Background: an optimization exercise with open tools, aiming at small area. Do not read the settings as production practice.
In this exercise RTL edits were held to simulation tests only and were not proved equivalent to the original.
Power is estimated from default activity; no workload was simulated.

**flow/config.mk**
```make
export PLATFORM = sky130hd
export DESIGN_NAME = flappybird_top
export DESIGN_NICKNAME = flappybird_top
export VERILOG_FILES = /design/flow/design.v
export SDC_FILE = /design/flow/constraint.sdc
export NUM_CORES = 4
export LEC_CHECK = 0
export CAP_MARGIN = 20
export CORE_MARGIN = 2
export CORE_UTILIZATION = 30
export GPL_TIMING_DRIVEN = 0
export PLACE_DENSITY = 0.4
export SLEW_MARGIN = 20
```
**flow/constraint.sdc**
```tcl
create_clock -name core_clock -period 10.0 [get_ports {ClkPort}]
set_input_delay 2.0000 -clock core_clock [delete_from_list [all_inputs] [get_ports {ClkPort}]]
set_output_delay 2.0000 -clock core_clock [all_outputs]
set_load 0.01 [all_outputs]
```
**flow/design.v**
```verilog
module flappy30by30_12_bit_rom(input wire [4:0] row, input wire [4:0] col, output wire [11:0] color_data);
  wire [9:0] a = {row, col};
  wire new_n23, new_n24, new_n25, new_n26, new_n27, new_n28, new_n29,
    new_n30, new_n31, new_n32, new_n33, new_n34, new_n35, new_n36, new_n37,
    new_n38, new_n39, new_n40, new_n41, new_n42, new_n43, new_n44, new_n45,
    new_n46, new_n47, new_n48, new_n49, new_n50, new_n51, new_n52, new_n53,
    new_n54, new_n55, new_n56, new_n57, new_n58, new_n59, new_n60, new_n61,
    new_n62, new_n63, new_n64, new_n65, new_n66, new_n67, new_n68, new_n69,
    new_n70, new_n71, new_n72, new_n73, new_n74, new_n75, new_n76, new_n77,
    new_n78, new_n79, new_n80, new_n81, new_n82, new_n83, new_n84, new_n85,
    new_n86, new_n87, new_n88, new_n89, new_n90, new_n91, new_n92, new_n93,
    new_n94, new_n95, new_n96, new_n97, new_n98, new_n99, new_n100,
    new_n101, new_n102, new_n103, new_n104, new_n105, new_n106, new_n107,
    new_n108, new_n109, new_n110, new_n111, new_n112, new_n113, new_n114,
    new_n115, new_n116, new_n117, new_n118, new_n119, new_n120, new_n121,
    new_n122, new_n123, new_n124, new_n125, new_n126, new_n127, new_n128,
    new_n129, new_n130, new_n131, new_n132, new_n133, new_n134, new_n135,
    new_n136, new_n137, new_n138, new_n139, new_n140, new_n141, new_n142,
    new_n143, new_n144, new_n145, new_n146, new_n147, new_n148, new_n149,
    new_n150, new_n151, new_n152, new_n153, new_n154, new_n155, new_n156,
    new_n157, new_n158, new_n159, new_n160, new_n161, new_n162, new_n163,
    new_n164, new_n165, new_n166, new_n167, new_n168, new_n169, new_n170,
    new_n171, new_n172, new_n173, new_n174, new_n175, new_n176, new_n177,
    new_n178, new_n179, new_n180, new_n181, new_n182, new_n183, new_n184,
    new_n185, new_n186, new_n187, new_n188, new_n189, new_n190, new_n191,
    new_n192, new_n193, new_n194, new_n195, new_n196, new_n197, new_n198,
    new_n199, new_n200, new_n201, new_n202, new_n203, new_n204, new_n205,
    new_n206, new_n207, new_n208, new_n209, new_n210, new_n212, new_n213,
    new_n214, new_n215, new_n216, new_n217, new_n218, new_n219, new_n220,
    new_n221, new_n222, new_n223, new_n224, new_n225, new_n226, new_n227,
    new_n228, new_n229, new_n230, new_n231, new_n232, new_n233, new_n234,
    new_n235, new_n236, new_n237, new_n238, new_n240, new_n241, new_n242,
    new_n243, new_n244, new_n245, new_n246, new_n247, new_n248, new_n249,
    new_n250, new_n251, new_n252, new_n253, new_n254, new_n256, new_n257,
    new_n258, new_n259, new_n260, new_n261, new_n262, new_n263, new_n264,
    new_n265, new_n266, new_n267, new_n268, new_n269, new_n270, new_n271,
    new_n272, new_n273, new_n274, new_n275, new_n276, new_n277, new_n278,
    new_n279, new_n280, new_n281, new_n282, new_n283, new_n284, new_n285,
    new_n286, new_n287, new_n288, new_n289, new_n290, new_n291, new_n292,
    new_n293, new_n294, new_n295, new_n296, new_n297, new_n298, new_n299,
    new_n300, new_n301, new_n302, new_n303, new_n304, new_n305, new_n306,
    new_n307, new_n308, new_n309, new_n310, new_n311, new_n312, new_n313,
    new_n314, new_n315, new_n316, new_n317, new_n318, new_n319, new_n320,
    new_n321, new_n322, new_n323, new_n324, new_n325, new_n326, new_n327,
    new_n328, new_n329, new_n330, new_n331, new_n332, new_n333, new_n334,
    new_n335, new_n337, new_n338, new_n339, new_n340, new_n341, new_n342,
    new_n343, new_n344, new_n345, new_n346, new_n347, new_n348, new_n349,
    new_n350, new_n351, new_n352, new_n353, new_n354, new_n355, new_n356,
    new_n357, new_n358, new_n359, new_n360, new_n361, new_n362, new_n363,
    new_n364, new_n365, new_n366, new_n367, new_n368, new_n369, new_n370,
    new_n371, new_n372, new_n373, new_n374, new_n375, new_n376, new_n377,
    new_n378, new_n379, new_n380, new_n381, new_n382, new_n383, new_n384,
    new_n385, new_n386, new_n387, new_n388, new_n389, new_n390, new_n391,
    new_n392, new_n393, new_n394, new_n395, new_n396, new_n397, new_n398,
    new_n399, new_n400, new_n401, new_n402, new_n403, new_n404, new_n405,
    new_n406, new_n407, new_n408, new_n409, new_n410, new_n411, new_n412,
    new_n413, new_n414, new_n415, new_n416, new_n417, new_n418, new_n419,
    new_n420, new_n421, new_n422, new_n423, new_n424, new_n425, new_n427,
    new_n428, new_n429, new_n430, new_n431, new_n432, new_n433, new_n434,
    new_n435, new_n436, new_n437, new_n438, new_n439, new_n440, new_n441,
    new_n442, new_n443, new_n444, new_n445, new_n446, new_n447, new_n448,
    new_n449, new_n450, new_n451, new_n452, new_n453, new_n454, new_n455,
    new_n456, new_n457, new_n458, new_n459, new_n460, new_n461, new_n462,
    new_n463, new_n464, new_n465, new_n466, new_n467, new_n468, new_n469,
    new_n470, new_n471, new_n472, new_n473, new_n474, new_n475, new_n477,
    new_n478, new_n479, new_n480, new_n481, new_n482, new_n483, new_n484,
    new_n485, new_n486, new_n487, new_n488, new_n489, new_n490, new_n491,
    new_n492, new_n493, new_n494, new_n495, new_n496, new_n497, new_n498,
    new_n499, new_n500, new_n501, new_n502, new_n503, new_n504, new_n505,
    new_n506, new_n507, new_n508, new_n509, new_n510, new_n511, new_n512,
    new_n513, new_n514, new_n515, new_n516, new_n517, new_n519, new_n520,
    new_n521, new_n522, new_n523, new_n524, new_n525, new_n526, new_n527,
    new_n528, new_n529, new_n530, new_n531, new_n532, new_n533, new_n534,
    new_n535, new_n536, new_n537, new_n538, new_n539, new_n540, new_n541,
    new_n542, new_n543, new_n544, new_n545, new_n546, new_n547, new_n548,
    new_n549, new_n550, new_n551, new_n552, new_n553, new_n554, new_n555,
    new_n557, new_n558, new_n559, new_n560, new_n561, new_n562, new_n563,
    new_n564, new_n565, new_n566, new_n567, new_n568, new_n569, new_n570,
    new_n571, new_n572, new_n573, new_n575, new_n576, new_n577, new_n578,
    new_n579, new_n580, new_n581, new_n582, new_n583, new_n584, new_n585,
    new_n586, new_n587, new_n588, new_n589, new_n590, new_n591, new_n592,
    new_n593, new_n594, new_n595, new_n596, new_n597, new_n598, new_n599,
    new_n600, new_n601, new_n602, new_n603, new_n604, new_n605, new_n606,
    new_n607, new_n608, new_n609, new_n610, new_n611, new_n612, new_n613,
    new_n614, new_n615, new_n616, new_n617, new_n618, new_n619, new_n620,
    new_n621, new_n622, new_n623, new_n624, new_n625, new_n626, new_n627,
    new_n628, new_n629, new_n630, new_n631, new_n632, new_n633, new_n634,
    new_n635, new_n636, new_n637, new_n638, new_n639, new_n640, new_n641,
    new_n642, new_n643, new_n644, new_n645, new_n646, new_n647, new_n648,
    new_n649, new_n651, new_n652, new_n653, new_n654, new_n655, new_n656,
    new_n657, new_n658, new_n659, new_n660, new_n661, new_n662, new_n663,
    new_n664, new_n665, new_n666, new_n667, new_n668, new_n669, new_n670,
    new_n671, new_n672, new_n673, new_n674, new_n675, new_n676, new_n677,
    new_n678, new_n679, new_n680, new_n681, new_n682, new_n683, new_n684,
    new_n685, new_n686, new_n687, new_n688, new_n689, new_n690, new_n691,
    new_n692, new_n693, new_n694, new_n696, new_n697, new_n698, new_n699,
    new_n700, new_n701, new_n702, new_n703, new_n704, new_n705, new_n706,
    new_n707, new_n708, new_n709, new_n710, new_n711, new_n712, new_n713,
    new_n714, new_n715, new_n716, new_n717, new_n718, new_n719, new_n720,
    new_n721, new_n722, new_n723, new_n724, new_n725, new_n726, new_n727,
    new_n728, new_n729, new_n730, new_n731, new_n732;
  assign new_n23 = a[6] & a[1];
  assign new_n24 = ~a[9] & a[8];
  assign new_n25 = a[7] & new_n24;
  assign new_n26 = ~a[4] & new_n25;
  assign new_n27 = a[6] & ~a[1];
  assign new_n28 = ~a[2] & new_n27;
  assign new_n29 = a[5] & a[0];
  assign new_n30 = ~a[6] & ~a[3];
  assign new_n31 = a[6] & a[3];
  assign new_n32 = ~new_n30 & ~new_n31;
  assign new_n33 = new_n29 & ~new_n32;
  assign new_n34 = ~new_n28 & ~new_n33;
  assign new_n35 = new_n26 & ~new_n34;
  assign new_n36 = a[4] & ~a[3];
  assign new_n37 = a[9] & ~a[8];
  assign new_n38 = ~a[7] & new_n37;
  assign new_n39 = new_n36 & new_n38;
  assign new_n40 = a[1] & ~a[0];
  assign new_n41 = a[6] & a[2];
  assign new_n42 = ~new_n40 & ~new_n41;
  assign new_n43 = new_n39 & new_n42;
  assign new_n44 = ~new_n35 & ~new_n43;
  assign new_n45 = new_n23 & ~new_n44;
  assign new_n46 = ~a[6] & ~a[5];
  assign new_n47 = a[1] & new_n46;
  assign new_n48 = ~a[6] & a[0];
  assign new_n49 = ~new_n47 & ~new_n48;
  assign new_n50 = a[1] & a[0];
  assign new_n51 = ~a[5] & new_n50;
  assign new_n52 = a[5] & ~a[2];
  assign new_n53 = ~new_n50 & new_n52;
  assign new_n54 = ~new_n51 & ~new_n53;
  assign new_n55 = new_n49 & new_n54;
  assign new_n56 = ~a[1] & ~a[0];
  assign new_n57 = a[2] & ~new_n56;
  assign new_n58 = new_n39 & ~new_n57;
  assign new_n59 = new_n55 & new_n58;
  assign new_n60 = a[6] & ~a[5];
  assign new_n61 = ~a[5] & a[2];
  assign new_n62 = a[3] & new_n50;
  assign new_n63 = ~new_n61 & new_n62;
  assign new_n64 = ~new_n60 & new_n63;
  assign new_n65 = new_n41 & ~new_n56;
  assign new_n66 = ~a[6] & ~a[2];
  assign new_n67 = a[5] & new_n66;
  assign new_n68 = a[3] & ~a[1];
  assign new_n69 = ~new_n67 & new_n68;
  assign new_n70 = ~new_n65 & ~new_n69;
  assign new_n71 = ~new_n64 & new_n70;
  assign new_n72 = ~a[1] & a[0];
  assign new_n73 = ~a[5] & new_n72;
  assign new_n74 = a[2] & new_n73;
  assign new_n75 = new_n38 & new_n74;
  assign new_n76 = new_n71 & new_n75;
  assign new_n77 = ~new_n36 & new_n76;
  assign new_n78 = ~new_n59 & ~new_n77;
  assign new_n79 = a[1] & ~new_n24;
  assign new_n80 = a[4] & new_n30;
  assign new_n81 = ~a[0] & new_n80;
  assign new_n82 = ~a[4] & a[3];
  assign new_n83 = a[6] & new_n82;
  assign new_n84 = ~a[7] & new_n83;
  assign new_n85 = ~new_n81 & ~new_n84;
  assign new_n86 = ~new_n79 & ~new_n85;
  assign new_n87 = ~new_n55 & new_n86;
  assign new_n88 = ~a[3] & ~a[2];
  assign new_n89 = a[4] & new_n88;
  assign new_n90 = new_n25 & new_n89;
  assign new_n91 = ~new_n87 & ~new_n90;
  assign new_n92 = a[6] & a[5];
  assign new_n93 = ~new_n46 & ~new_n92;
  assign new_n94 = a[0] & new_n93;
  assign new_n95 = ~new_n91 & new_n94;
  assign new_n96 = ~a[4] & new_n37;
  assign new_n97 = a[2] & new_n96;
  assign new_n98 = ~a[6] & new_n97;
  assign new_n99 = new_n24 & new_n89;
  assign new_n100 = ~new_n98 & ~new_n99;
  assign new_n101 = ~new_n25 & ~new_n100;
  assign new_n102 = a[7] & new_n82;
  assign new_n103 = ~a[5] & new_n36;
  assign new_n104 = ~new_n102 & ~new_n103;
  assign new_n105 = new_n56 & ~new_n104;
  assign new_n106 = ~new_n63 & ~new_n105;
  assign new_n107 = ~new_n30 & ~new_n106;
  assign new_n108 = new_n101 & new_n107;
  assign new_n109 = ~new_n95 & ~new_n108;
  assign new_n110 = new_n78 & new_n109;
  assign new_n111 = ~a[2] & new_n82;
  assign new_n112 = ~a[5] & new_n37;
  assign new_n113 = ~new_n25 & ~new_n38;
  assign new_n114 = new_n82 & ~new_n113;
  assign new_n115 = ~a[6] & new_n114;
  assign new_n116 = ~new_n112 & new_n115;
  assign new_n117 = new_n111 & new_n116;
  assign new_n118 = a[7] & a[1];
  assign new_n119 = ~a[7] & ~a[1];
  assign new_n120 = ~new_n118 & ~new_n119;
  assign new_n121 = ~new_n50 & new_n120;
  assign new_n122 = new_n117 & new_n121;
  assign new_n123 = ~new_n41 & ~new_n66;
  assign new_n124 = new_n37 & new_n123;
  assign new_n125 = new_n80 & new_n124;
  assign new_n126 = ~a[2] & new_n83;
  assign new_n127 = a[6] & ~a[2];
  assign new_n128 = ~new_n37 & ~new_n127;
  assign new_n129 = ~a[3] & ~a[1];
  assign new_n130 = a[4] & new_n129;
  assign new_n131 = ~new_n128 & new_n130;
  assign new_n132 = ~new_n126 & ~new_n131;
  assign new_n133 = ~new_n125 & new_n132;
  assign new_n134 = ~new_n40 & ~new_n72;
  assign new_n135 = a[5] & new_n24;
  assign new_n136 = ~new_n134 & new_n135;
  assign new_n137 = ~new_n133 & new_n136;
  assign new_n138 = ~a[7] & new_n137;
  assign new_n139 = ~new_n50 & new_n57;
  assign new_n140 = new_n26 & new_n139;
  assign new_n141 = ~a[3] & a[2];
  assign new_n142 = new_n25 & new_n141;
  assign new_n143 = a[6] & new_n142;
  assign new_n144 = new_n140 & new_n143;
  assign new_n145 = ~new_n138 & ~new_n144;
  assign new_n146 = ~new_n122 & new_n145;
  assign new_n147 = new_n110 & new_n146;
  assign new_n148 = ~new_n45 & new_n147;
  assign new_n149 = a[7] & ~a[2];
  assign new_n150 = ~a[6] & new_n82;
  assign new_n151 = new_n112 & new_n150;
  assign new_n152 = new_n149 & new_n151;
  assign new_n153 = ~a[6] & a[5];
  assign new_n154 = ~a[4] & new_n141;
  assign new_n155 = a[1] & new_n25;
  assign new_n156 = new_n154 & new_n155;
  assign new_n157 = new_n153 & new_n156;
  assign new_n158 = ~new_n152 & ~new_n157;
  assign new_n159 = a[1] & ~new_n158;
  assign new_n160 = a[7] & new_n37;
  assign new_n161 = new_n153 & new_n160;
  assign new_n162 = ~new_n66 & new_n82;
  assign new_n163 = new_n161 & new_n162;
  assign new_n164 = ~a[2] & new_n80;
  assign new_n165 = ~new_n56 & new_n112;
  assign new_n166 = new_n164 & new_n165;
  assign new_n167 = ~new_n163 & ~new_n166;
  assign new_n168 = ~new_n159 & new_n167;
  assign new_n169 = ~new_n92 & new_n162;
  assign new_n170 = a[5] & ~a[1];
  assign new_n171 = ~a[5] & a[1];
  assign new_n172 = ~new_n170 & ~new_n171;
  assign new_n173 = ~a[2] & ~new_n172;
  assign new_n174 = new_n81 & new_n173;
  assign new_n175 = ~new_n169 & ~new_n174;
  assign new_n176 = new_n40 & ~new_n175;
  assign new_n177 = new_n25 & new_n176;
  assign new_n178 = new_n168 & ~new_n177;
  assign new_n179 = new_n24 & new_n82;
  assign new_n180 = a[2] & new_n179;
  assign new_n181 = ~new_n112 & ~new_n180;
  assign new_n182 = new_n86 & ~new_n181;
  assign new_n183 = new_n111 & new_n112;
  assign new_n184 = a[6] & new_n180;
  assign new_n185 = ~new_n183 & ~new_n184;
  assign new_n186 = ~new_n93 & ~new_n185;
  assign new_n187 = ~new_n97 & ~new_n186;
  assign new_n188 = new_n182 & new_n187;
  assign new_n189 = new_n50 & new_n90;
  assign new_n190 = a[5] & new_n189;
  assign new_n191 = new_n30 & new_n40;
  assign new_n192 = new_n97 & new_n191;
  assign new_n193 = ~a[7] & new_n192;
  assign new_n194 = ~new_n190 & ~new_n193;
  assign new_n195 = ~new_n188 & new_n194;
  assign new_n196 = new_n178 & new_n195;
  assign new_n197 = new_n38 & new_n150;
  assign new_n198 = new_n38 & new_n93;
  assign new_n199 = new_n141 & new_n198;
  assign new_n200 = ~new_n197 & ~new_n199;
  assign new_n201 = new_n154 & ~new_n200;
  assign new_n202 = ~new_n186 & ~new_n201;
  assign new_n203 = new_n50 & ~new_n202;
  assign new_n204 = ~a[1] & new_n29;
  assign new_n205 = ~new_n80 & ~new_n111;
  assign new_n206 = new_n204 & ~new_n205;
  assign new_n207 = new_n124 & new_n206;
  assign new_n208 = ~a[7] & new_n207;
  assign new_n209 = ~new_n203 & ~new_n208;
  assign new_n210 = new_n196 & new_n209;
  assign color_data[11] = new_n148 & new_n210;
  assign new_n212 = ~a[7] & ~new_n96;
  assign new_n213 = a[3] & new_n119;
  assign new_n214 = new_n210 & ~new_n213;
  assign new_n215 = a[2] & ~new_n214;
  assign new_n216 = ~a[7] & new_n97;
  assign new_n217 = new_n31 & new_n216;
  assign new_n218 = ~new_n29 & new_n217;
  assign new_n219 = a[5] & new_n218;
  assign new_n220 = ~new_n215 & ~new_n219;
  assign new_n221 = ~new_n212 & ~new_n220;
  assign new_n222 = new_n56 & new_n90;
  assign new_n223 = ~new_n137 & ~new_n222;
  assign new_n224 = new_n26 & ~new_n71;
  assign new_n225 = new_n38 & new_n50;
  assign new_n226 = ~new_n111 & ~new_n154;
  assign new_n227 = new_n225 & ~new_n226;
  assign new_n228 = new_n71 & new_n227;
  assign new_n229 = ~new_n208 & ~new_n228;
  assign new_n230 = ~new_n224 & new_n229;
  assign new_n231 = new_n223 & new_n230;
  assign new_n232 = new_n178 & new_n231;
  assign new_n233 = ~new_n221 & new_n232;
  assign new_n234 = ~a[5] & ~a[0];
  assign new_n235 = ~new_n111 & ~new_n234;
  assign new_n236 = ~new_n29 & new_n197;
  assign new_n237 = ~new_n235 & new_n236;
  assign new_n238 = new_n110 & ~new_n237;
  assign color_data[10] = ~new_n233 | ~new_n238;
  assign new_n240 = new_n24 & new_n50;
  assign new_n241 = new_n83 & new_n240;
  assign new_n242 = ~new_n115 & ~new_n241;
  assign new_n243 = a[6] & new_n36;
  assign new_n244 = ~a[2] & new_n24;
  assign new_n245 = ~new_n72 & ~new_n120;
  assign new_n246 = new_n244 & new_n245;
  assign new_n247 = new_n243 & new_n246;
  assign new_n248 = ~a[6] & new_n90;
  assign new_n249 = ~new_n40 & ~new_n73;
  assign new_n250 = new_n248 & ~new_n249;
  assign new_n251 = ~new_n247 & ~new_n250;
  assign new_n252 = ~new_n182 & new_n251;
  assign new_n253 = new_n242 & new_n252;
  assign new_n254 = new_n233 & new_n253;
  assign color_data[7] = color_data[11] & ~new_n254;
  assign new_n256 = new_n217 & ~color_data[7];
  assign new_n257 = ~a[5] & new_n127;
  assign new_n258 = ~a[1] & new_n257;
  assign new_n259 = color_data[7] & new_n258;
  assign new_n260 = ~a[7] & new_n24;
  assign new_n261 = ~a[5] & new_n260;
  assign new_n262 = new_n83 & new_n261;
  assign new_n263 = ~a[6] & ~new_n200;
  assign new_n264 = ~new_n262 & ~new_n263;
  assign new_n265 = new_n56 & ~new_n264;
  assign new_n266 = ~new_n112 & ~new_n265;
  assign new_n267 = new_n139 & new_n150;
  assign new_n268 = a[2] & new_n243;
  assign new_n269 = new_n134 & new_n268;
  assign new_n270 = ~new_n267 & ~new_n269;
  assign new_n271 = ~new_n266 & new_n270;
  assign new_n272 = ~a[7] & a[5];
  assign new_n273 = ~new_n242 & new_n272;
  assign new_n274 = ~a[7] & ~a[0];
  assign new_n275 = ~new_n24 & ~new_n37;
  assign new_n276 = new_n274 & ~new_n275;
  assign new_n277 = ~new_n112 & ~new_n276;
  assign new_n278 = ~new_n273 & new_n277;
  assign new_n279 = ~new_n271 & ~new_n278;
  assign new_n280 = a[7] & ~a[5];
  assign new_n281 = ~a[0] & ~new_n280;
  assign new_n282 = new_n164 & new_n281;
  assign new_n283 = ~new_n279 & ~new_n282;
  assign new_n284 = ~new_n133 & ~new_n283;
  assign new_n285 = new_n61 & new_n160;
  assign new_n286 = new_n243 & new_n285;
  assign new_n287 = ~a[6] & ~new_n226;
  assign new_n288 = ~new_n243 & ~new_n287;
  assign new_n289 = new_n73 & ~new_n288;
  assign new_n290 = new_n260 & new_n289;
  assign new_n291 = ~new_n286 & ~new_n290;
  assign new_n292 = ~a[0] & new_n37;
  assign new_n293 = new_n118 & new_n292;
  assign new_n294 = new_n183 & new_n293;
  assign new_n295 = new_n291 & ~new_n294;
  assign new_n296 = new_n127 & ~new_n295;
  assign new_n297 = new_n39 & new_n73;
  assign new_n298 = ~a[0] & new_n23;
  assign new_n299 = new_n89 & new_n298;
  assign new_n300 = new_n135 & new_n299;
  assign new_n301 = ~new_n297 & ~new_n300;
  assign new_n302 = ~new_n296 & new_n301;
  assign new_n303 = new_n56 & new_n117;
  assign new_n304 = new_n113 & ~new_n244;
  assign new_n305 = ~new_n52 & ~new_n61;
  assign new_n306 = ~new_n304 & ~new_n305;
  assign new_n307 = new_n265 & new_n306;
  assign new_n308 = ~new_n303 & ~new_n307;
  assign new_n309 = new_n302 & new_n308;
  assign new_n310 = new_n185 & ~new_n248;
  assign new_n311 = new_n200 & new_n310;
  assign new_n312 = ~new_n96 & ~new_n311;
  assign new_n313 = ~new_n36 & ~new_n150;
  assign new_n314 = ~new_n41 & new_n160;
  assign new_n315 = ~new_n313 & new_n314;
  assign new_n316 = ~new_n312 & ~new_n315;
  assign new_n317 = new_n51 & ~new_n316;
  assign new_n318 = new_n60 & new_n97;
  assign new_n319 = ~new_n186 & ~new_n318;
  assign new_n320 = new_n78 & new_n319;
  assign new_n321 = ~new_n119 & new_n281;
  assign new_n322 = ~new_n320 & new_n321;
  assign new_n323 = ~a[1] & new_n201;
  assign new_n324 = ~new_n90 & ~new_n156;
  assign new_n325 = ~new_n323 & new_n324;
  assign new_n326 = ~new_n55 & ~new_n325;
  assign new_n327 = a[5] & ~new_n270;
  assign new_n328 = new_n25 & new_n327;
  assign new_n329 = new_n167 & ~new_n328;
  assign new_n330 = ~new_n326 & new_n329;
  assign new_n331 = ~new_n322 & new_n330;
  assign new_n332 = ~new_n317 & new_n331;
  assign new_n333 = new_n309 & new_n332;
  assign new_n334 = ~new_n284 & new_n333;
  assign new_n335 = ~new_n259 & new_n334;
  assign color_data[9] = ~new_n256 & new_n335;
  assign new_n337 = ~new_n82 & ~new_n243;
  assign new_n338 = a[1] & ~new_n337;
  assign new_n339 = ~a[6] & new_n280;
  assign new_n340 = new_n36 & new_n339;
  assign new_n341 = ~new_n338 & ~new_n340;
  assign new_n342 = new_n225 & ~new_n341;
  assign new_n343 = ~new_n317 & ~new_n342;
  assign new_n344 = new_n257 & new_n343;
  assign new_n345 = a[1] & ~new_n257;
  assign new_n346 = ~new_n108 & new_n345;
  assign new_n347 = ~new_n344 & ~new_n346;
  assign new_n348 = ~a[0] & ~new_n264;
  assign new_n349 = new_n46 & new_n90;
  assign new_n350 = ~new_n348 & ~new_n349;
  assign new_n351 = ~new_n347 & new_n350;
  assign new_n352 = ~a[1] & ~new_n286;
  assign new_n353 = new_n114 & new_n272;
  assign new_n354 = ~new_n161 & ~new_n292;
  assign new_n355 = ~new_n115 & new_n354;
  assign new_n356 = ~new_n353 & new_n355;
  assign new_n357 = a[7] & a[5];
  assign new_n358 = new_n83 & new_n357;
  assign new_n359 = ~new_n89 & ~new_n358;
  assign new_n360 = ~new_n354 & new_n359;
  assign new_n361 = ~new_n356 & ~new_n360;
  assign new_n362 = ~new_n352 & ~new_n361;
  assign new_n363 = new_n352 & new_n361;
  assign new_n364 = ~new_n362 & ~new_n363;
  assign new_n365 = ~new_n351 & ~new_n364;
  assign new_n366 = new_n141 & ~new_n343;
  assign new_n367 = ~new_n29 & ~new_n119;
  assign new_n368 = new_n184 & ~new_n367;
  assign new_n369 = a[3] & new_n26;
  assign new_n370 = new_n204 & new_n369;
  assign new_n371 = ~new_n368 & ~new_n370;
  assign new_n372 = ~a[7] & a[6];
  assign new_n373 = ~new_n339 & ~new_n372;
  assign new_n374 = ~new_n242 & ~new_n373;
  assign new_n375 = new_n31 & new_n56;
  assign new_n376 = ~a[4] & new_n375;
  assign new_n377 = ~new_n156 & ~new_n376;
  assign new_n378 = ~new_n374 & new_n377;
  assign new_n379 = new_n306 & ~new_n378;
  assign new_n380 = new_n371 & ~new_n379;
  assign new_n381 = ~new_n39 & ~new_n114;
  assign new_n382 = ~a[2] & ~new_n381;
  assign new_n383 = ~new_n52 & new_n134;
  assign new_n384 = ~new_n127 & ~new_n383;
  assign new_n385 = new_n369 & new_n384;
  assign new_n386 = new_n116 & ~new_n385;
  assign new_n387 = ~new_n382 & ~new_n386;
  assign new_n388 = ~new_n46 & ~new_n280;
  assign new_n389 = new_n382 & new_n388;
  assign new_n390 = ~new_n50 & ~new_n389;
  assign new_n391 = ~new_n387 & new_n390;
  assign new_n392 = ~new_n76 & new_n194;
  assign new_n393 = ~a[7] & ~new_n72;
  assign new_n394 = new_n135 & ~new_n393;
  assign new_n395 = ~new_n225 & ~new_n293;
  assign new_n396 = ~new_n394 & new_n395;
  assign new_n397 = new_n93 & new_n111;
  assign new_n398 = ~new_n396 & new_n397;
  assign new_n399 = new_n94 & new_n129;
  assign new_n400 = a[5] & ~a[3];
  assign new_n401 = new_n23 & new_n400;
  assign new_n402 = new_n24 & new_n127;
  assign new_n403 = ~new_n375 & ~new_n402;
  assign new_n404 = ~new_n401 & new_n403;
  assign new_n405 = ~new_n399 & new_n404;
  assign new_n406 = new_n143 & ~new_n405;
  assign new_n407 = ~new_n398 & ~new_n406;
  assign new_n408 = new_n392 & new_n407;
  assign new_n409 = new_n80 & ~new_n234;
  assign new_n410 = new_n29 & new_n30;
  assign new_n411 = ~new_n409 & ~new_n410;
  assign new_n412 = a[7] & ~a[1];
  assign new_n413 = new_n244 & new_n412;
  assign new_n414 = new_n200 & ~new_n413;
  assign new_n415 = ~new_n411 & ~new_n414;
  assign new_n416 = ~new_n105 & ~new_n298;
  assign new_n417 = new_n101 & ~new_n416;
  assign new_n418 = ~new_n56 & new_n201;
  assign new_n419 = ~new_n417 & ~new_n418;
  assign new_n420 = ~new_n415 & new_n419;
  assign new_n421 = new_n408 & new_n420;
  assign new_n422 = ~new_n391 & new_n421;
  assign new_n423 = new_n380 & new_n422;
  assign new_n424 = new_n302 & new_n423;
  assign new_n425 = ~new_n366 & new_n424;
  assign color_data[8] = new_n365 | ~new_n425;
  assign new_n427 = ~color_data[10] & ~new_n242;
  assign new_n428 = new_n201 & new_n365;
  assign new_n429 = a[0] & ~new_n145;
  assign new_n430 = new_n246 & new_n410;
  assign new_n431 = ~a[5] & ~a[2];
  assign new_n432 = new_n241 & new_n431;
  assign new_n433 = ~new_n207 & ~new_n432;
  assign new_n434 = ~new_n430 & new_n433;
  assign new_n435 = ~new_n76 & new_n434;
  assign new_n436 = ~new_n219 & new_n435;
  assign new_n437 = ~new_n429 & new_n436;
  assign new_n438 = ~new_n428 & new_n437;
  assign new_n439 = new_n37 & new_n327;
  assign new_n440 = new_n46 & new_n142;
  assign new_n441 = ~new_n186 & ~new_n440;
  assign new_n442 = new_n226 & ~new_n441;
  assign new_n443 = ~new_n439 & ~new_n442;
  assign new_n444 = new_n56 & ~new_n443;
  assign new_n445 = new_n58 & ~new_n206;
  assign new_n446 = new_n168 & ~new_n445;
  assign new_n447 = new_n272 & new_n292;
  assign new_n448 = new_n243 & new_n447;
  assign new_n449 = ~a[6] & ~new_n172;
  assign new_n450 = new_n135 & new_n449;
  assign new_n451 = new_n111 & new_n274;
  assign new_n452 = a[7] & a[0];
  assign new_n453 = new_n36 & new_n452;
  assign new_n454 = ~new_n451 & ~new_n453;
  assign new_n455 = new_n450 & ~new_n454;
  assign new_n456 = ~new_n88 & new_n455;
  assign new_n457 = ~new_n448 & ~new_n456;
  assign new_n458 = new_n225 & new_n318;
  assign new_n459 = new_n252 & ~new_n458;
  assign new_n460 = new_n457 & new_n459;
  assign new_n461 = ~a[7] & new_n135;
  assign new_n462 = ~a[0] & ~new_n461;
  assign new_n463 = new_n123 & ~new_n462;
  assign new_n464 = a[1] & ~new_n431;
  assign new_n465 = ~new_n113 & ~new_n464;
  assign new_n466 = ~new_n463 & ~new_n465;
  assign new_n467 = a[0] & ~new_n197;
  assign new_n468 = ~new_n341 & ~new_n467;
  assign new_n469 = ~new_n466 & new_n468;
  assign new_n470 = a[5] & new_n469;
  assign new_n471 = ~new_n303 & ~new_n470;
  assign new_n472 = new_n460 & new_n471;
  assign new_n473 = new_n446 & new_n472;
  assign new_n474 = ~new_n444 & new_n473;
  assign new_n475 = new_n438 & new_n474;
  assign color_data[6] = ~new_n427 & new_n475;
  assign new_n477 = ~new_n149 & ~new_n412;
  assign new_n478 = ~new_n327 & new_n477;
  assign new_n479 = ~new_n374 & new_n478;
  assign new_n480 = ~a[0] & new_n82;
  assign new_n481 = new_n36 & new_n431;
  assign new_n482 = ~new_n480 & ~new_n481;
  assign new_n483 = new_n24 & ~new_n482;
  assign new_n484 = ~new_n479 & new_n483;
  assign new_n485 = ~new_n444 & ~new_n484;
  assign new_n486 = new_n335 & ~new_n485;
  assign new_n487 = new_n444 & new_n484;
  assign new_n488 = new_n99 & new_n469;
  assign new_n489 = a[5] & new_n156;
  assign new_n490 = ~new_n43 & ~new_n489;
  assign new_n491 = ~new_n48 & ~new_n490;
  assign new_n492 = ~new_n488 & ~new_n491;
  assign new_n493 = ~new_n72 & ~new_n492;
  assign new_n494 = ~a[5] & new_n100;
  assign new_n495 = a[0] & ~new_n32;
  assign new_n496 = new_n96 & new_n495;
  assign new_n497 = new_n494 & new_n496;
  assign new_n498 = ~new_n227 & ~new_n497;
  assign new_n499 = new_n306 & ~new_n498;
  assign new_n500 = new_n182 & new_n292;
  assign new_n501 = ~new_n108 & ~new_n386;
  assign new_n502 = ~new_n500 & new_n501;
  assign new_n503 = ~new_n31 & ~new_n60;
  assign new_n504 = ~new_n449 & new_n503;
  assign new_n505 = ~new_n176 & ~new_n504;
  assign new_n506 = new_n382 & ~new_n505;
  assign new_n507 = ~new_n118 & ~new_n139;
  assign new_n508 = ~new_n151 & ~new_n448;
  assign new_n509 = ~new_n507 & ~new_n508;
  assign new_n510 = new_n371 & ~new_n455;
  assign new_n511 = ~new_n509 & new_n510;
  assign new_n512 = ~new_n506 & new_n511;
  assign new_n513 = new_n502 & new_n512;
  assign new_n514 = ~new_n499 & new_n513;
  assign new_n515 = ~new_n493 & new_n514;
  assign new_n516 = ~new_n487 & new_n515;
  assign new_n517 = new_n438 & new_n516;
  assign color_data[5] = new_n486 | ~new_n517;
  assign new_n519 = new_n196 & ~new_n353;
  assign new_n520 = a[6] & ~new_n519;
  assign new_n521 = a[1] & ~new_n520;
  assign new_n522 = ~new_n169 & new_n373;
  assign new_n523 = new_n114 & new_n522;
  assign new_n524 = ~new_n349 & new_n352;
  assign new_n525 = ~new_n523 & new_n524;
  assign new_n526 = ~new_n521 & ~new_n525;
  assign new_n527 = ~new_n168 & new_n445;
  assign new_n528 = new_n164 & ~new_n446;
  assign new_n529 = ~new_n527 & new_n528;
  assign new_n530 = ~new_n40 & new_n374;
  assign new_n531 = new_n93 & new_n225;
  assign new_n532 = new_n96 & new_n531;
  assign new_n533 = ~new_n530 & ~new_n532;
  assign new_n534 = a[2] & ~new_n533;
  assign new_n535 = ~new_n206 & new_n270;
  assign new_n536 = new_n160 & ~new_n535;
  assign new_n537 = ~new_n189 & ~new_n297;
  assign new_n538 = ~new_n536 & new_n537;
  assign new_n539 = new_n123 & ~new_n538;
  assign new_n540 = new_n35 & ~new_n129;
  assign new_n541 = ~new_n29 & ~new_n93;
  assign new_n542 = new_n156 & ~new_n541;
  assign new_n543 = ~new_n193 & ~new_n542;
  assign new_n544 = ~new_n218 & new_n543;
  assign new_n545 = ~new_n540 & new_n544;
  assign new_n546 = ~new_n37 & ~new_n261;
  assign new_n547 = new_n268 & ~new_n546;
  assign new_n548 = ~new_n248 & ~new_n547;
  assign new_n549 = new_n56 & ~new_n548;
  assign new_n550 = new_n457 & ~new_n469;
  assign new_n551 = ~new_n549 & new_n550;
  assign new_n552 = new_n545 & new_n551;
  assign new_n553 = ~new_n539 & new_n552;
  assign new_n554 = ~new_n534 & new_n553;
  assign new_n555 = ~new_n529 & new_n554;
  assign color_data[4] = new_n526 | ~new_n555;
  assign new_n557 = ~new_n74 & ~color_data[11];
  assign new_n558 = ~new_n38 & ~new_n98;
  assign new_n559 = ~new_n82 & new_n382;
  assign new_n560 = a[1] & new_n111;
  assign new_n561 = a[2] & ~new_n93;
  assign new_n562 = ~new_n198 & ~new_n561;
  assign new_n563 = new_n82 & ~new_n562;
  assign new_n564 = ~new_n560 & ~new_n563;
  assign new_n565 = ~new_n559 & new_n564;
  assign new_n566 = ~new_n558 & ~new_n565;
  assign new_n567 = new_n184 & ~new_n241;
  assign new_n568 = ~a[1] & ~new_n180;
  assign new_n569 = a[1] & new_n180;
  assign new_n570 = ~new_n568 & ~new_n569;
  assign new_n571 = ~new_n242 & new_n570;
  assign new_n572 = ~new_n567 & ~new_n571;
  assign new_n573 = ~new_n566 & new_n572;
  assign color_data[3] = ~new_n557 & new_n573;
  assign new_n575 = ~color_data[7] & new_n265;
  assign new_n576 = color_data[11] & ~new_n252;
  assign new_n577 = new_n141 & new_n450;
  assign new_n578 = ~new_n23 & ~new_n172;
  assign new_n579 = new_n180 & new_n578;
  assign new_n580 = ~new_n577 & ~new_n579;
  assign new_n581 = ~new_n278 & ~new_n580;
  assign new_n582 = new_n36 & ~new_n93;
  assign new_n583 = a[2] & new_n240;
  assign new_n584 = new_n582 & new_n583;
  assign new_n585 = ~new_n40 & ~new_n149;
  assign new_n586 = ~a[4] & ~new_n585;
  assign new_n587 = ~new_n546 & new_n586;
  assign new_n588 = ~new_n405 & new_n587;
  assign new_n589 = ~new_n584 & ~new_n588;
  assign new_n590 = new_n291 & new_n589;
  assign new_n591 = ~new_n581 & new_n590;
  assign new_n592 = a[0] & ~new_n118;
  assign new_n593 = ~new_n179 & new_n592;
  assign new_n594 = new_n158 & new_n593;
  assign new_n595 = a[6] & new_n201;
  assign new_n596 = ~new_n27 & ~new_n47;
  assign new_n597 = ~new_n142 & ~new_n180;
  assign new_n598 = ~new_n596 & ~new_n597;
  assign new_n599 = ~new_n289 & ~new_n598;
  assign new_n600 = ~new_n497 & new_n599;
  assign new_n601 = ~new_n595 & new_n600;
  assign new_n602 = ~new_n594 & ~new_n601;
  assign new_n603 = new_n591 & ~new_n602;
  assign new_n604 = new_n301 & ~new_n342;
  assign new_n605 = new_n174 & new_n260;
  assign new_n606 = ~new_n385 & ~new_n605;
  assign new_n607 = new_n88 & new_n531;
  assign new_n608 = new_n94 & new_n140;
  assign new_n609 = new_n48 & new_n216;
  assign new_n610 = ~new_n608 & ~new_n609;
  assign new_n611 = ~new_n607 & new_n610;
  assign new_n612 = new_n606 & new_n611;
  assign new_n613 = new_n604 & new_n612;
  assign new_n614 = ~new_n272 & ~new_n280;
  assign new_n615 = new_n164 & ~new_n614;
  assign new_n616 = ~new_n382 & ~new_n615;
  assign new_n617 = new_n240 & ~new_n616;
  assign new_n618 = new_n48 & new_n246;
  assign new_n619 = ~a[0] & new_n171;
  assign new_n620 = ~new_n618 & ~new_n619;
  assign new_n621 = ~new_n494 & ~new_n620;
  assign new_n622 = ~a[4] & new_n621;
  assign new_n623 = ~new_n617 & ~new_n622;
  assign new_n624 = new_n613 & new_n623;
  assign new_n625 = new_n37 & ~new_n357;
  assign new_n626 = ~new_n186 & new_n625;
  assign new_n627 = ~new_n461 & ~new_n626;
  assign new_n628 = ~new_n565 & ~new_n627;
  assign new_n629 = a[2] & new_n497;
  assign new_n630 = new_n73 & new_n88;
  assign new_n631 = new_n26 & new_n630;
  assign new_n632 = new_n37 & new_n174;
  assign new_n633 = ~new_n631 & ~new_n632;
  assign new_n634 = ~new_n629 & new_n633;
  assign new_n635 = new_n98 & new_n134;
  assign new_n636 = ~new_n140 & ~new_n635;
  assign new_n637 = new_n400 & ~new_n636;
  assign new_n638 = ~a[7] & a[1];
  assign new_n639 = new_n480 & ~new_n638;
  assign new_n640 = ~new_n156 & ~new_n639;
  assign new_n641 = new_n60 & ~new_n304;
  assign new_n642 = ~new_n640 & new_n641;
  assign new_n643 = ~new_n637 & ~new_n642;
  assign new_n644 = new_n97 & ~new_n643;
  assign new_n645 = new_n634 & ~new_n644;
  assign new_n646 = ~new_n628 & new_n645;
  assign new_n647 = new_n624 & new_n646;
  assign new_n648 = new_n603 & new_n647;
  assign new_n649 = ~new_n576 & new_n648;
  assign color_data[2] = ~new_n575 & new_n649;
  assign new_n651 = ~new_n133 & ~new_n148;
  assign new_n652 = new_n492 & new_n634;
  assign new_n653 = ~new_n651 & new_n652;
  assign new_n654 = a[7] & ~new_n653;
  assign new_n655 = ~a[1] & new_n147;
  assign new_n656 = a[5] & ~new_n147;
  assign new_n657 = new_n115 & ~new_n656;
  assign new_n658 = ~new_n655 & new_n657;
  assign new_n659 = ~a[5] & new_n380;
  assign new_n660 = ~new_n99 & ~new_n143;
  assign new_n661 = new_n56 & ~new_n582;
  assign new_n662 = ~new_n660 & new_n661;
  assign new_n663 = a[9] & new_n206;
  assign new_n664 = ~new_n299 & ~new_n663;
  assign new_n665 = ~new_n137 & new_n664;
  assign new_n666 = ~new_n662 & new_n665;
  assign new_n667 = ~a[7] & ~new_n275;
  assign new_n668 = ~new_n666 & new_n667;
  assign new_n669 = ~new_n140 & ~new_n668;
  assign new_n670 = ~new_n659 & ~new_n669;
  assign new_n671 = new_n260 & new_n560;
  assign new_n672 = ~new_n285 & ~new_n671;
  assign new_n673 = ~a[5] & ~new_n86;
  assign new_n674 = ~new_n672 & ~new_n673;
  assign new_n675 = ~new_n617 & ~new_n674;
  assign new_n676 = new_n357 & new_n635;
  assign new_n677 = ~new_n294 & ~new_n676;
  assign new_n678 = ~new_n265 & new_n677;
  assign new_n679 = new_n30 & new_n621;
  assign new_n680 = new_n141 & ~new_n604;
  assign new_n681 = ~new_n679 & ~new_n680;
  assign new_n682 = new_n678 & new_n681;
  assign new_n683 = new_n675 & new_n682;
  assign new_n684 = new_n603 & new_n683;
  assign new_n685 = a[5] & new_n120;
  assign new_n686 = ~new_n380 & new_n685;
  assign new_n687 = ~new_n98 & ~new_n500;
  assign new_n688 = ~new_n311 & ~new_n687;
  assign new_n689 = ~new_n532 & ~new_n688;
  assign new_n690 = new_n604 & ~new_n689;
  assign new_n691 = ~new_n686 & ~new_n690;
  assign new_n692 = new_n684 & new_n691;
  assign new_n693 = ~new_n670 & new_n692;
  assign new_n694 = ~new_n658 & new_n693;
  assign color_data[1] = new_n654 | ~new_n694;
  assign new_n696 = a[1] & new_n160;
  assign new_n697 = ~new_n260 & ~new_n696;
  assign new_n698 = new_n29 & ~new_n697;
  assign new_n699 = ~new_n180 & ~new_n447;
  assign new_n700 = ~new_n698 & new_n699;
  assign new_n701 = ~new_n81 & ~new_n150;
  assign new_n702 = ~a[2] & ~new_n701;
  assign new_n703 = a[0] & new_n46;
  assign new_n704 = ~new_n702 & ~new_n703;
  assign new_n705 = ~new_n700 & ~new_n704;
  assign new_n706 = ~new_n215 & new_n705;
  assign new_n707 = ~new_n309 & new_n357;
  assign new_n708 = ~new_n441 & ~new_n614;
  assign new_n709 = new_n101 & new_n614;
  assign new_n710 = ~a[0] & ~new_n709;
  assign new_n711 = ~new_n708 & new_n710;
  assign new_n712 = ~new_n72 & ~new_n108;
  assign new_n713 = ~new_n311 & ~new_n712;
  assign new_n714 = ~new_n40 & ~new_n631;
  assign new_n715 = ~new_n439 & new_n714;
  assign new_n716 = ~new_n713 & new_n715;
  assign new_n717 = ~new_n711 & ~new_n716;
  assign new_n718 = ~new_n192 & ~new_n632;
  assign new_n719 = ~new_n607 & new_n718;
  assign new_n720 = ~new_n201 & ~new_n540;
  assign new_n721 = ~new_n662 & new_n720;
  assign new_n722 = new_n719 & new_n721;
  assign new_n723 = ~a[7] & ~new_n111;
  assign new_n724 = new_n497 & ~new_n723;
  assign new_n725 = new_n643 & ~new_n724;
  assign new_n726 = new_n722 & new_n725;
  assign new_n727 = new_n43 & new_n506;
  assign new_n728 = new_n675 & ~new_n727;
  assign new_n729 = new_n726 & new_n728;
  assign new_n730 = new_n591 & new_n729;
  assign new_n731 = ~new_n717 & new_n730;
  assign new_n732 = ~new_n707 & new_n731;
  assign color_data[0] = new_n706 | ~new_n732;
endmodule
`timescale 1ns / 1ps
module flappybird_top (
    input        ClkPort,
    input        BtnC,
    input        BtnL,
    input        BtnU,
    output       Hsync,
    output       Vsync,
    output [3:0] vgaRed,
    output [3:0] vgaGreen,
    output [3:0] vgaBlue
);
    function automatic ge10(input [9:0] x, input [9:0] k);
        integer i;
        reg r;
        begin
            r = 1'b1;
            for (i = 0; i < 10; i = i + 1)
                r = k[i] ? (x[i] & r) : (x[i] | r);
            ge10 = r;
        end
    endfunction
    function automatic [11:0] inc12(input [11:0] a);
        integer i;
        reg c;
        begin
            c = 1'b1;
            for (i = 0; i < 12; i = i + 1) begin
                inc12[i] = a[i] ^ c;
                c = a[i] & c;
            end
        end
    endfunction
    function automatic [9:0] sub10(input [9:0] a, input [9:0] b);
        integer i;
        reg br;
        begin
            br = 1'b0;
            for (i = 0; i < 10; i = i + 1) begin
                sub10[i] = a[i] ^ b[i] ^ br;
                br = (~a[i] & b[i]) | (~(a[i] ^ b[i]) & br);
            end
        end
    endfunction
    function automatic [9:0] add10(input [9:0] a, input [9:0] b, input c);
        integer i;
        reg cy;
        begin
            cy = c;
            for (i = 0; i < 10; i = i + 1) begin
                add10[i] = a[i] ^ b[i] ^ cy;
                cy = (a[i] & b[i]) | ((a[i] ^ b[i]) & cy);
            end
        end
    endfunction
    reg [11:0] t;
    reg [4:0]  hs;
    reg [9:0]  vCount;
    wire [9:0] hCount = {hs, t[6:2]};
    wire [11:0] t_inc  = inc12(t);
    wire [11:0] hs_inc = inc12({7'd0, hs});
    wire [11:0] v_inc  = inc12({2'd0, vCount});
    wire line_end  = &t[6:0];
    wire hs_last   = hs[4] & hs[3];                       
    wire v_last    = vCount[9] & vCount[3] & vCount[2];   
    always @(posedge ClkPort or posedge BtnC) begin
        if (BtnC) begin
            t <= 12'd0;
            hs <= 5'd0;
            vCount <= 10'd0;
        end else begin
            t <= t_inc;
            if (line_end) begin
                if (hs_last) begin
                    hs <= 5'd0;
                    vCount <= v_last ? 10'd0 : v_inc[9:0];
                end else begin
                    hs <= hs_inc[4:0];
                end
            end
        end
    end
    wire tick = ~|t;
    assign Hsync = hs[4] | hs[3] | hs[2] | (hs[1] & hs[0]);    
    assign Vsync = |vCount[9:1];                              
    wire bright = ge10(hCount, 10'd145) & ~(hs_last & ge10({5'd0, t[6:2]}, 10'd17)) &
                  ge10(vCount, 10'd35) & ~ge10(vCount, 10'd516);
    localparam [1:0] S_I = 2'd0, S_FLAP = 2'd1, S_HITREST = 2'd2, S_HIT = 2'd3;
    reg [1:0] st;
    reg       hit;
    reg [9:0] bird_y;
    reg [8:0] px;                   
    wire [9:0] px10 = {1'b0, px};
    wire p1_col = ge10(px10, 10'd140) & ~ge10(px10, 10'd171);
    wire p2_col = ge10(px10, 10'd502) | ~ge10(px10, 10'd21);
    wire hit1 = p1_col & ~(ge10(bird_y, 10'd150) & ~ge10(bird_y, 10'd251));
    wire hit2 = p2_col & ~(ge10(bird_y, 10'd180) & ~ge10(bird_y, 10'd281));
    wire ground = ge10(bird_y, 10'd440);
    wire s_flap = (st == S_FLAP);
    wire s_hr   = (st == S_HITREST);
    wire up     = s_flap & BtnU;
    wire [9:0] by_step = add10(bird_y, {up, up, up, up, up, 1'b0, up, up, ~up, 1'b0}, s_hr);
    wire [11:0] px_dec = inc12({3'd0, ~px});    
    always @(posedge ClkPort or posedge BtnC) begin
        if (BtnC) begin
            st <= S_I;
            hit <= 1'b0;
            bird_y <= 10'd240;
            px <= 9'd250;
        end else if (tick) begin
            hit <= s_flap & (hit1 | hit2 | ground);
            case (st)
                S_I: begin
                    if (BtnL) st <= S_FLAP;
                end
                S_FLAP: begin
                    bird_y <= by_step;
                    px <= ~px_dec[8:0];
                    if (hit) st <= S_HITREST;
                end
                S_HITREST: begin
                    if (ground) begin
                        bird_y <= 10'd440;
                        st <= S_HIT;
                    end else begin
                        bird_y <= by_step;
                    end
                end
                S_HIT: begin
                    if (BtnL) begin
                        st <= S_I;
                        bird_y <= 10'd240;
                        px <= 9'd250;
                    end
                end
            endcase
        end
    end
    wire [9:0] dy = sub10(vCount, bird_y);
    wire [9:0] tm1 = sub10({3'd0, t[6:0]}, 10'd1);
    wire [4:0] col = tm1[6:2];
    wire [4:0] row = dy[4:0];
    wire in_rows = ~|dy[9:5] & ~&dy[4:1];                        
    wire in_cols = ~hs[0] & hs[1] & ~hs[2] & hs[3] & ~&t[6:3];    
    wire bird_region = in_rows & in_cols;
    reg c0_b, c0_r;
    always @(posedge ClkPort) begin
        c0_b <= (row == 5'd9) || (row == 5'd15) || (row == 5'd17) ||
                (row == 5'd18) || (row == 5'd21);
        c0_r <= (row == 5'd16);
    end
    wire [11:0] rom_color;
    flappy30by30_12_bit_rom bird_rom (.row(row), .col(col), .color_data(rom_color));
    wire col0 = ~|col;
    wire [11:0] bird_color = col0 ? {3'b101, c0_r, 4'h4, 1'b1, ~c0_b, c0_b, c0_b} : rom_color;
    wire [9:0] e_hi = sub10({1'b0, hCount[9:1]}, px10);
    wire [9:0] e = {e_hi[8:0], hCount[0]};
    wire horiz1 = ~ge10(e, 10'd40);
    wire horiz2 = ge10(e, 10'd300) & ~ge10(e, 10'd340);
    wire pipe1 = horiz1 & (~ge10(vCount, 10'd150) | ge10(vCount, 10'd270));
    wire pipe2 = horiz2 & (~ge10(vCount, 10'd180) | ge10(vCount, 10'd300));
    reg [11:0] rgb;
    always @* begin
        if (!bright)
            rgb = 12'h000;
        else if (bird_region)
            rgb = bird_color;
        else if (pipe1 | pipe2)
            rgb = 12'h0f0;
        else if (ge10(vCount, 10'd460))
            rgb = 12'h840;
        else
            rgb = 12'h2cf;
    end
    assign vgaRed   = rgb[11:8];
    assign vgaGreen = rgb[7:4];
    assign vgaBlue  = rgb[3:0];
endmodule
```
**flow/flow/run.sh**
```bash
#!/bin/bash
# Own layout flow: the standard flow (standard.sh) with three changes that
# only cut cell area:
#  - synthesis maps the logic with an area-oriented ABC script (flow/area.abc)
#    and without Yosys's full-adder extraction; the registers are mapped before
#    either step, so they are the standard synthesis's (checked below, falling
#    back to the standard netlist if they are not);
#  - ports are buffered with buf_1 instead of a delay buffer;
#  - CTS adds no dummy loads.
# Each step's full output goes to a log file in this folder.
set -euo pipefail
W=$PWD
R=orfs/results/sky130hd/flappybird_top/base
mkdir -p own

# 1. the standard synthesis, kept for reference
bash standard.sh synth > 1_synth_standard.log 2>&1
cp $R/1_2_yosys.v own/standard_1_2_yosys.v

# 2. own synthesis: synth.tcl with the ABC script swapped and no extract_fa
sed -e 's#^\( *\)log_cmd abc {\*}\$abc_args#\1lset abc_args 1 '"$W"'/flow/area.abc\n&#' \
    -e 's#^\( *\)extract_fa {\*}\[dont_use_extract_fa_args\]#\1\# extract_fa left out#' \
    "$FLOW_HOME/scripts/synth.tcl" > own/synth.tcl
grep -q "flow/area.abc" own/synth.tcl
grep -q "extract_fa left out" own/synth.tcl
sed -e 's#\$::env(SCRIPTS_DIR)/synth.tcl#'"$W"'/own/synth.tcl#' synth_recipe.tcl > own/synth_recipe.tcl
grep -q "own/synth.tcl" own/synth_recipe.tcl
rm -f $R/1_2_yosys.v $R/1_synth.odb $R/1_synth.sdc
if bash standard.sh "SYNTH_SCRIPT=$W/own/synth_recipe.tcl" synth > 1_synth_own.log 2>&1 &&
   python3 flow/regs.py own/standard_1_2_yosys.v $R/1_2_yosys.v > regs.log 2>&1; then
  echo "own synthesis used" >> regs.log
else
  echo "own synthesis not used: back to the standard netlist" >> regs.log
  rm -f $R/1_synth.odb $R/1_synth.sdc
  cp own/standard_1_2_yosys.v $R/1_2_yosys.v
  touch $R/1_2_yosys.v
  bash standard.sh synth > 1_synth_fallback.log 2>&1
fi

# 3. floorplan to final layout
bash standard.sh \
  "BUFFER_PORTS_ARGS=-buffer_cell sky130_fd_sc_hd__buf_1" \
  "CTS_ARGS=-sink_clustering_enable -repair_clock_nets -dont_use_dummy_load" \
  finish > 2_finish.log 2>&1
test -s out/final.def
```
**flow/flow/area.abc**
```
strash
dc2
balance; resub -K 6; rewrite; resub -K 6 -N 2; refactor; resub -K 8; balance; resub -K 8 -N 2; rewrite; resub -K 10; rewrite -z; resub -K 10 -N 2; balance; resub -K 12; refactor -z; resub -K 12 -N 2; rewrite -z; balance
dch
amap
topo
```
**flow/flow/regs.py**
```python
#!/usr/bin/env python3
"""regs.py A.v B.v: exit 0 if the two netlists hold the same flip-flops: the same
instance names, each with the same cell type (drive strength aside)."""
import re
import sys


def regs(path):
    text = open(path).read()
    out = {}
    for m in re.finditer(r"^\s*(sky130_fd_sc_hd__(?:df|edf|sdf|dl)\w*?)(?:_\d+)?\s+(\\\S+|\S+)\s*\(", text, re.M):
        out[m.group(2)] = m.group(1)
    return out


a, b = regs(sys.argv[1]), regs(sys.argv[2])
print(f"{len(a)} registers in {sys.argv[1]}, {len(b)} in {sys.argv[2]}")
if not a or a != b:
    for k in sorted(set(a) | set(b)):
        if a.get(k) != b.get(k):
            print("differs:", k, a.get(k), b.get(k))
    sys.exit(1)
```
**flow/standard.sh**
```bash
#!/bin/bash
# synth_recipe.tcl (not shown) runs the flow's synth.tcl, then flattens the netlist and writes it again
# the make line also repeats each setting of config.mk as NAME=value (left out here)
make -C /OpenROAD-flow-scripts/flow DESIGN_CONFIG=/design/flow/config.mk WORK_HOME=/design/flow/orfs CLKGATE_MAP_FILE= SYNTH_SCRIPT=/design/flow/synth_recipe.tcl "${@:-finish}"
```
==> results of run 1 <==
[report_power, final]
part / internal [mW] / switching (mW)
Clock: 0.0893 / 0.0874
Combinational: 0.0559 / 0.158
Sequential: 0.213 / 0.00661
Total: 0.358 / 0.252
[sequential cells by signal, summed over array words and instances, names as in the netlist]
register,flops
bird_y,10
t,12
c0_r,1
hit,1
px,9
hs,5
st,2
vCount,10
c0_b,1
[through the flow]
step	hold slack [ns]	worst slack, ns	instances	TNS, ns
after floorplan	0.431	2.83	963	0
after global placement	0.446	-1.28	1214	-8.99
after detailed placement	0.458	0.262	1220	0
after CTS	0.468	0.168	1225	0
after global routing	0.494	0.0719	1227	0
final	0.462	0.416	1227	0
[layout by cell type, fill, tap and decap left out, types with 16 or more instances in the layout]
cell type | Yosys | layout
o21a_1 | 23 | 23
nor2_1 | 250 | 245
buf_1 | 0 | 17
nor3_1 | 58 | 56
nand3_1 | 16 | 16
a21oi_1 | 58 | 57
a22oi_1 | 22 | 22
nand2_1 | 101 | 101
clkinv_1 | 139 | 137
dfrtp_1 | 39 | 39
a211oi_1 | 19 | 18
o22ai_1 | 20 | 19
o21ai_0 | 84 | 79
[worst reg2reg max path, stage by stage (launching register included)]
cell	delay (ns)
dfrtp_1	0.45
clkinv_1	0.26
nor2_1	0.31
clkinv_1	0.22
o22ai_1	0.25
nand2_1	0.11
o21ai_0	0.12
nand2_1	0.09
o21ai_0	0.10
nand2_1	0.09
o21ai_0	0.16
clkinv_1	0.23
nor2_4	0.27
clkinvlp_4	0.14
buf_4	0.16
nor2_2	0.33
clkinv_1	0.37
nor2_1	0.29
clkinv_1	0.22
o211ai_1	0.27
[timing repair]
item	4_1_cts	5_1_grt
endpoints found under the setup margin	1	9
setup buffers	0	2
resized for setup	1	10
[cells by family after synthesis]
family,Yosys count
buffers and inverters,139
DFF,51
and+or+nand+nor,467
AOI/OAI and AO/OA,306
[final cells by class]
class / count / area (um2)
Timing Repair Buffer: 25 / 183
Clock buffer: 5 / 125
Inverter: 139 / 527
Fill cell: 2130 / 12300
Sequential cell: 51 / 1280
Tap cell: 234 / 293
Multi-Input combinational cell: 773 / 4040
[layer usage]
layer	up-vias	track usage
met5	-	0
met1	3571	0.393
li1	3522	-
met2	504	0.544
met4	0	0.202
met3	159	0.0939
[worst paths after layout]
| path | end | depth (start not counted) |
|---|---|---|
| worst max-delay path | vgaGreen[1] | 24 |
| worst min-delay path | t[11] | 1 |
| worst max register to register | c0_b | 19 |
| worst min register to register | t[11] | 1 |
| max in group asynchronous | bird_y[5] | 3 |
| min in group asynchronous | t[11] | 2 |
==> impl_results.md, run 1 <==
* Status: timing/DRC/antenna clean
* Clock tree buffer depth at 2
* Wire length on met3 at 3250 um
* Clock Skew at 0.0142 ns
* First-pass GRT wire length at 49300 um
* Mux cell area share after synthesis at 0
* DR top layer: met4
* Sequential-to-total area share from yosys stat at 0.222
* Clock Sinks at 51
* Worst-path fanout max at 8
* Yosys reg bits at 51
* Biggest area consumer among synthesized cells: dfrtp_1
* Worst-path cell chain: nor2_1 > nand2_1 > nor2_1 > nand2_1 > a21oi_1 > clkinv_1 > nor2_1 > clkinv_1 > nor2_1 > nand2_1 > nor3_1 > o21ai_0 > o21ai_0 > a311o_1 > nor3_1 > a21oi_1 > nor2_1 > o221ai_1 > o31ai_1 > clkinv_1 > a31oi_1 > a21boi_0 > o31a_1 > buf_1
* Tightest Pin Transition at 1.12 ns
* DRC errors left at 0
* Crit end category: primary output
* CTS tree: built
* Crit-path max cell delay at 0.78 ns
* Kind of critical path: reg -> out
* Max Slew Vio Count at 0
* Yosys warnings at 1
* Largest net degree at the start of global routing at 34
* H-tree depth at 2
* Lkg Pwr at 2.23 nW
* Slew headroom at 0.247
* Post-DP HPWL at 25200 um
* Vias in the first global route at 7359
* Final instance area at 0.00645 mm2
* # IOs at 18
* Top-area cell type share of the netlist area at 0.170
* Final Core Density at 0.344
* Placed Area at 0.00626 mm2
* FF-to-FF Start: bird_y[0]
* Max Freq at 104 MHz
* I/O Buffers at 17
* Grt ovf at 0
* Netlist cell types at 54
* Final wirelength at 33600 um
* Clk latency of the worst-skew pair at 0.31 ns
* Critical Path Source: t[0]
* Die H at 142 um
* Largest family of logic cells by synthesized area: compound AO/OA/AOI/OAI gates
* Fin nets at 999
* Initial Util at 0.307
* Delay-heaviest family, CP: compound AO/OA/AOI/OAI gates
* Worst-path clk slew at 0.08 ns
* Syn Inst Count at 963
* Syn Area/Cell at 5.97 um2
* Synth area leaders: dfrtp_1 (17%), nor2_1 (16%), clkinv_1 (9.1%), o21ai_0 (7.3%), nand2_1 (6.6%)
* Ys async rst share at 0.961
* Die area at 0.0203 mm2
* Iter 0 DRT Violations at 1034
* Detailed-route vias per instance at 6.32
* CTS Hold Bufs at 0
* Routed wl met2 at 15200 um
* Fraction of layout cells with a size suffix above 1 at 0.0403
* Die Wd at 142 um
* GR Util All Layers at 0.335
* Synth Net Count at 967
* Wl on met1 at 12600 um
* Hold Path Class: reg -> reg
* Pwr Density at 94.5 mW/mm2
* Row Count at 50
* WL/cell at 27.4 um
* Compound-Gate Fraction of Synth Area at 0.344
* Post-synth EDFFs at 0
* Synth Area in Simple Gates at 0.343
* Critical-path top delay cell: a21oi_1
* Final worst-path cycle share at 0.958
* Synth Area in Adders at 0
* Pwr Total at 609 uW
* CP Launch Type: flip-flop
* XOR/XNOR share of the synthesized area at 0
* Routed vias at 7756
* Top post-synthesis cells by count: nor2_1 (250), clkinv_1 (139), nand2_1 (101)
* Core area at 0.0188 mm2
* Worst vdd ir at 0.0000706 V
* Final ANT Viol Nets at 0
* Initial antenna violation count at 0
* Crit path DAT at 7.58 ns
* Ant diodes at 0
* Top_reg_cell synth: dfrtp_1
* Endpoints failing hold at 0
* Drt pass-1 iters at 8
* Post-Syn Area at 0.00575 mm2
* CTS Buf Count at 5
* Minimum clock period after layout at 9.58 ns
* Gp weighted congestion at 1.02
* Hold_sp: t[11]
* R2R setup slack at 5.45 ns
* Clock root cell: clkbuf_16
* RSZ-0062 raised after global routing: no
* Maxcap violations at 0
* Worst Path Required at 8.00 ns
* Setup violations, final at 0
* Buf+Inv Stages, Crit Path at 4
* CP most frequent cell: nor2_1
* Most frequent cell after synthesis: nor2_1
* Area grow syn2layout at 12.1%
==> run 2: changes to the inputs <==
--- a/flow/flow/run.sh
+++ b/flow/flow/run.sh
@@ -6,7 +6,7 @@
 #    either step, so they are the standard synthesis's (checked below, falling
 #    back to the standard netlist if they are not);
 #  - ports are buffered with buf_1 instead of a delay buffer;
-#  - CTS adds no dummy loads.
+#  - CTS adds no dummy loads and builds the tree from clkbuf_4/clkbuf_8.
 # Each step's full output goes to a log file in this folder.
 set -euo pipefail
 W=$PWD
@@ -40,6 +40,6 @@
 # 3. floorplan to final layout
 bash standard.sh \
   "BUFFER_PORTS_ARGS=-buffer_cell sky130_fd_sc_hd__buf_1" \
-  "CTS_ARGS=-sink_clustering_enable -repair_clock_nets -dont_use_dummy_load" \
+  "CTS_ARGS=-sink_clustering_enable -repair_clock_nets -dont_use_dummy_load -buf_list {sky130_fd_sc_hd__clkbuf_4 sky130_fd_sc_hd__clkbuf_8}" \
   finish > 2_finish.log 2>&1
 test -s out/final.def
==> flow/flow/area.abc (replaced) <==
strash
dc2
balance; resub -K 6; rewrite; resub -K 6 -N 2; refactor; resub -K 8; balance; resub -K 8 -N 2; rewrite; resub -K 10; rewrite -z; resub -K 10 -N 2; balance; resub -K 12; refactor -z; resub -K 12 -N 2; rewrite -z; balance
dch -f
amap -F 20 -A 30
topo
--- a/flow/config.mk
+++ b/flow/config.mk
@@ -5,9 +5,9 @@
 export SDC_FILE = /design/flow/constraint.sdc
 export NUM_CORES = 4
 export LEC_CHECK = 0
-export CAP_MARGIN = 20
+export CAP_MARGIN = 10
 export CORE_MARGIN = 2
 export CORE_UTILIZATION = 30
 export GPL_TIMING_DRIVEN = 0
 export PLACE_DENSITY = 0.4
-export SLEW_MARGIN = 20
+export SLEW_MARGIN = 10
==> impl_results.md, run 2 <==
* Initial Util at 0.308 (was 0.307)
* Top_reg_cell synth: dfrtp_1 (unchanged)
* Clk latency of the worst-skew pair at 0.32 ns (was 0.31 ns)
* Tightest Pin Transition at 1.18 ns (was 1.12 ns)
* Largest net degree at the start of global routing at 34 (unchanged)
* Final ANT Viol Nets at 0 (unchanged)
* CP most frequent cell: clkinv_1 (was nor2_1)
* Detailed-route vias per instance at 6.55 (was 6.32)
* Biggest area consumer among synthesized cells: dfrtp_1 (unchanged)
* CTS tree: built (unchanged)
* Worst-path fanout max at 11 (was 8)
* Place WS at 0.0760 ns (was 0.262 ns)
* Clock tree buffer depth at 2 (unchanged)
* Pwr Density at 80.7 mW/mm2 (was 94.5 mW/mm2)
* WL/cell at 28.4 um (was 27.4 um)
* Initial antenna violation count at 0 (unchanged)
* Area grow syn2layout at 11.2% (was 12.1%)
* Die H at 141 um (was 142 um)
* RSZ-0062 raised after global routing: no (unchanged)
* Grt ovf at 0 (unchanged)
* Post-DP HPWL at 25600 um (was 25200 um)
* Crit-path max cell delay at 0.59 ns (was 0.78 ns)
* Clock Skew at 0.0213 ns (was 0.0142 ns)
* Gp weighted congestion at 1.02 (about the same)
* Fraction of layout cells with a size suffix above 1 at 0.0456 (was 0.0403)
* Drt pass-1 iters at 8 (unchanged)
* Worst Slack Setup Final at 0.334 ns (was 0.416 ns)
* Top-area cell type share of the netlist area at 0.174 (was 0.170)
* CTS Buf Count at 5 (unchanged)
* Minimum clock period after layout at 9.67 ns (was 9.58 ns)
* Clock root cell: clkbuf_8 (was clkbuf_16)
* Core area at 0.0181 mm2 (was 0.0188 mm2)
* Final instance area at 0.00622 mm2 (was 0.00645 mm2)
* Routed vias at 7679 (was 7756)
* Top post-synthesis cells by count: nor2_1 (213), clkinv_1 (133), a21oi_1 (87) (was nor2_1 (250), clkinv_1 (139), nand2_1 (101))
* Placed Area at 0.00606 mm2 (was 0.00626 mm2)
* Max reg flops at 12 (unchanged)
* Max Slew Vio Count at 0 (unchanged)
* CP Launch Type: flip-flop (unchanged)
* Delay-heaviest family, CP: compound AO/OA/AOI/OAI gates (unchanged)
* Most frequent cell after synthesis: nor2_1 (unchanged)
* Hold Path Class: reg -> reg (unchanged)
* Worst vdd ir at 0.0000701 V (was 0.0000706 V)
* Top reg by flops: t (unchanged)
* Row Count at 49 (was 50)
* FF-to-FF Start: t[3] (was bird_y[0])
* DRC errors left at 0 (unchanged)
* Setup violations, final at 0 (unchanged)
* Vias in the first global route at 7227 (was 7359)
* Status: timing/DRC/antenna clean (unchanged)
* Ant diodes at 0 (unchanged)
* Maxcap violations at 0 (unchanged)
* Final wirelength at 33300 um (was 33600 um)
* Worst-path clk slew at 0.10 ns (was 0.08 ns)
* Critical-path top delay cell: nor2_2 (was a21oi_1)
* Post-synth EDFFs at 0 (unchanged)
* GR Util All Layers at 0.334 (was 0.335)
* I/O Buffers at 17 (unchanged)
* Setup TNS at 0 ns (unchanged)
* Endpoints failing hold at 0 (unchanged)
* Crit end category: primary output (unchanged)
* Hold_sp: t[11] (unchanged)
* Max Freq at 103 MHz (was 104 MHz)
* Synth area leaders: dfrtp_1 (17%), nor2_1 (14%), clkinv_1 (8.9%), a21oi_1 (7.8%), o21ai_0 (6.7%) (was dfrtp_1 (17%), nor2_1 (16%), clkinv_1 (9.1%), o21ai_0 (7.3%), nand2_1 (6.6%))
* Kind of critical path: reg -> out (unchanged)
* Netlist cell types at 47 (was 54)
* First-pass GRT wire length at 48300 um (was 49300 um)
* Fin nets at 950 (was 999)
* Clock Sinks at 51 (unchanged)
* Final worst-path cycle share at 0.967 (was 0.958)
* Largest registers: t (12), bird_y (10), vCount (10) (unchanged)
## run 2: layer usage
metal  share of wire  wire, um  track usage
met5               0         0            0
met4           0.084      2810        0.231
met3           0.086      2870       0.0680
met2            0.45     15100        0.547
met1            0.38     12500        0.392
## run 2: what timing repair did
action,CTS,global route
hold buffers,0,0
endpoints found under the setup margin,3,10
buffers inserted,0,4
resized for setup,3,10
## run 2: cell families (layout without fill, tap and decap cells)
kind of cell / count (synthesis) / count (layout) / share of synthesized area
buffers and inverters: 133 / 166 / 0.0892
DFF: 51 / 51 / 0.229
AOI/OAI and AO/OA: 338 / 338 / 0.385
and+or+nand+nor: 389 / 389 / 0.297
## run 2: per-stage QoR
stage | std cells | hold slack [ns] | utilization | total power, mW
global route | 1173 | 0.496 | 0.343 | 0.520
CTS | 1168 | 0.471 | 0.338 | 0.491
global placement | 1157 | 0.448 | 0.328 | 0.376
finish | 1173 | 0.470 | 0.343 | 0.502
floorplan | 911 | 0.431 | - | 0.312
detailed placement | 1163 | 0.452 | 0.334 | 0.373
## run 2: final timing paths
path	end	slack [ns]	cells past startpoint
worst max register to register	vCount[9]	4.87	22
max in group asynchronous	bird_y[4]	7.86	3
min in group asynchronous	t[10]	1.58	2
worst max-delay path	vgaGreen[1]	0.33	25
worst min-delay path	t[11]	0.47	1
worst min register to register	t[11]	0.47	1
## run 2: final cells by class
cell class	instances	area, um2
clock buffers	5	68.8
fillers	2079	11900
inverters	133	509
flip-flops and latches	51	1280
multi-input cells	727	3880
well taps	229	287
repair buffers	28	196
## run 2: power by group
group | leakage, nW | internal (mW) | switching (mW)
sequential | 0.613 | 0.211 | 0.00555
combinational | 1.52 | 0.0459 | 0.124
clock | 0.0359 | 0.0455 | 0.0702
